Source: an optimization exercise on an open RTL-to-GDS flow (aim: small area, a short achievable clock period and few clock cycles per item). Production flows keep margins and buffers that such runs may drop.
Where RTL was checked, it was by simulation tests only, not by an equivalence proof against the original.
Power and IR drop assume default switching activity.

==> trial 95: inputs <==
// mod
module mod(
	input [31:0] A,
	input [31:0] B,
	input clk,
	input reset,
	output [31:0] Result,
	output done
);
Settings: LEC_CHECK=0, CAP_MARGIN=20, CORE_MARGIN=2, CORE_UTILIZATION=40, CTS_BUF_LIST=sky130_fd_sc_hd__clkbuf_8, SETUP_SLACK_MARGIN=1.2, SLEW_MARGIN=20, TNS_END_PERCENT=0; clock period 4.5 ns.
standard.sh (not shown) runs the stock make flow with config.mk's settings and CLKGATE_MAP_FILE= SYNTH_SCRIPT=/design/flow/synth_recipe.tcl, a recipe that flattens the netlist after the stock synthesis.
==> flow/flow/run.sh <==
#!/bin/bash
# The standard layout, with the smallest buffer on each port instead of the
# delay cell buffer_ports picks by default.
set -euo pipefail
export BUFFER_PORTS_ARGS="-buffer_cell sky130_fd_sc_hd__buf_1"
bash standard.sh finish > standard.log 2>&1
==> build 19 (differences from trial 95) <==
==> flow/design.v (replaced) <==
module mod_cu (
	input clk,
	input reset,
	input fit1,
	input fit3,
	input last,
	output reg busy,
	output reg p1
);
always @(posedge clk) begin
	if (reset) begin
		busy <= 1'b1;
		p1 <= 1'b1;
	end else if (busy) begin
		if (!(p1 & fit1)) begin
			p1 <= 1'b0;
			if (last)
				busy <= 1'b0;
		end
	end
end
endmodule
module mod_dp (
	input clk,
	input reset,
	input [31:0] A,
	input [31:0] B,
	input busy,
	input p1,
	output fit1,
	output fit3,
	output last,
	output [31:0] R
);
	reg [31:0] r, d;
	reg [4:0] cnt;
	wire [31:0] s;
	genvar i;
	generate
		for (i = 0; i < 32; i = i + 1) begin : g_s
			assign s[i] = |r[31:i];
		end
	endgenerate
	assign fit1 = ~d[31] & ~|(d[30:0] & ~s[31:1]);
	assign fit3 = ~|d[31:29] & ~|(d[28:0] & ~s[31:3]);
	assign last = (cnt == 5'd0);
	wire [32:0] diff = {1'b0, r} - {1'b0, d};
	wire ge = ~diff[32];
	wire sh3 = p1 & fit3;
	wire sh1 = p1 & fit1;
	always @(posedge clk) begin
		if (reset) begin
			d <= B;
			cnt <= 5'd0;
		end else if (sh3) begin
			d <= {d[28:0], 3'b000};
			cnt <= cnt + 5'd3;
		end else if (sh1) begin
			d <= {d[30:0], 1'b0};
			cnt <= cnt + 5'd1;
		end else begin
			d <= {1'b0, d[31:1]};
			cnt <= cnt - 5'd1;
		end
	end
	always @(posedge clk) begin
		if (reset)
			r <= A;
		else if (busy & ~sh1 & ge)
			r <= diff[31:0];
	end
	assign R = r;
endmodule
module mod(
	input [31:0] A,
	input [31:0] B,
	input clk,
	input reset,
	output [31:0] Result,
	output done
);
	wire busy, p1, fit1, fit3, ge, last;
	mod_cu io(.clk(clk), .reset(reset), .fit1(fit1), .fit3(fit3), .last(last),
	          .busy(busy), .p1(p1));
	mod_dp i1(.clk(clk), .reset(reset), .A(A), .B(B), .busy(busy), .p1(p1),
	          .fit1(fit1), .fit3(fit3), .last(last), .R(Result));
	assign done = ~busy;
endmodule
==> flow/run.sh (new file) <==
#!/bin/bash
# synth_recipe.tcl (not shown) runs the flow's synth.tcl, then flattens the netlist and writes it again
# the make line also repeats each setting of config.mk as NAME=value (left out here)
make -C /OpenROAD-flow-scripts/flow DESIGN_CONFIG=/design/flow/config.mk WORK_HOME=/design/flow/orfs CLKGATE_MAP_FILE= SYNTH_SCRIPT=/design/flow/synth_recipe.tcl finish
- CTS_BUF_LIST: sky130_fd_sc_hd__clkbuf_8 -> default
- SETUP_SLACK_MARGIN: 1.2 -> 1.0
- TNS_END_PERCENT: 0 -> default
removed: flow/flow/run.sh
removed: flow/standard.sh
==> summary of the runs <==
- Utilization: build 19 is higher than trial 95 (3.2 points).
- Against trial 95, the clock skew of build 19 is higher by 2.1 ps.
- Between build 19 and trial 95, the lower die area is in trial 95 (gap about 10%, measured against trial 95).
- Of build 19 and trial 95, build 19 has the higher first-iteration DRC count (gap about 18%, measured against trial 95).
- Between trial 95 and build 19, the lower non-clock buffer count is in build 19 (gap 16).
- Against build 19, the critical path depth of trial 95 is higher by 3.
- Maximum frequency: build 19 is larger than trial 95 (4.5%).
- Clock power: trial 95 is lower than build 19 (about 32%).
- Wire length: build 19 is larger than trial 95 (19%).
- Between build 19 and trial 95, the lower total power is in trial 95 (gap about 9%, measured against trial 95).
==> figures <==
|  | trial 95 | build 19 |
|---|---|---|
| Commonest non-fill, non-tap cell in the layout | sky130_fd_sc_hd__buf_1 | sky130_fd_sc_hd__clkdlybuf4s50_1 |
| Tightest Pin Transition | 716 ps | 626 ps |
| Highest cell delay on the worst timing path | 440 ps | 350 ps |
| Post-synthesis instance total | 515 | 637 |
| Result of the run | finished clean | finished clean |
| GR met2 Demand/Resource | 0.363 | 0.370 |
| Met3 wire length | 853 um | 962 um |
| Share of layout cells above drive strength 1 | 0.127 | 0.0999 |
| Area post-placement | 0.00556 sq mm | 0.00665 sq mm |
| Mux contribution to synthesized area | 0.0332 | 0.00954 |
| Routed WL | 14.0 mm | 16.6 mm |
| Achievable Freq | 0.286 GHz | 0.299 GHz |
| Fraction of the mapped netlist area in compound gates | 0.277 | 0.325 |
| Average wire length per cell after detail routing | 17.5 um | 18.3 um |
| Reg-to-Reg End | i1.r[20] | i1.r[14] |
| R2R setup slack | 1000 ps | 1150 ps |
| Final Core Density | 0.490 | 0.522 |
| Portion of the layout cell area used by clock cells | 0.0271 | 0.0380 |
| First-pass GRT wire length | 23.5 mm | 26.5 mm |
| Area share of the leading cell type in the synthesized netlist | 0.193 | 0.174 |
| Number of global-route vias before repair | 4631 | 5049 |
| Setup Fix Bufs, Post-CTS | 15 | 0 |
Testbench counts of build 19, summed over its fixed seeds: cycles 6,090, items 720.
Only the layout flow was run in trial 95; the RTL was not checked for function there.

[port drivers added, routing unchanged]
The results above use ideal ports. As a check the final layouts listed here were re-extracted and re-timed, cells and wires unchanged. Step 1 assumes that a clkbuf_16 drives the clock port and a buf_2 every other input. Step 2 times the ports against the registers' clock, not the clock port: input delays grow and output delays shrink by t, the midpoint of the rising clock arrivals with the driver on. Slacks: ideal / step 1 / step 2; pairs: ideal / step 1.
run | shift t [ns] | setup WS [ns] | hold slack, ns
trial 95 | 0.396 | 1.002 / 1.002 / 1.002 | 0.486 / 0.486 / 0.486
build 19 | 0.390 | 1.152 / 1.152 / 1.152 | 0.485 / 0.485 / 0.485
After both steps every run listed still meets setup and hold.
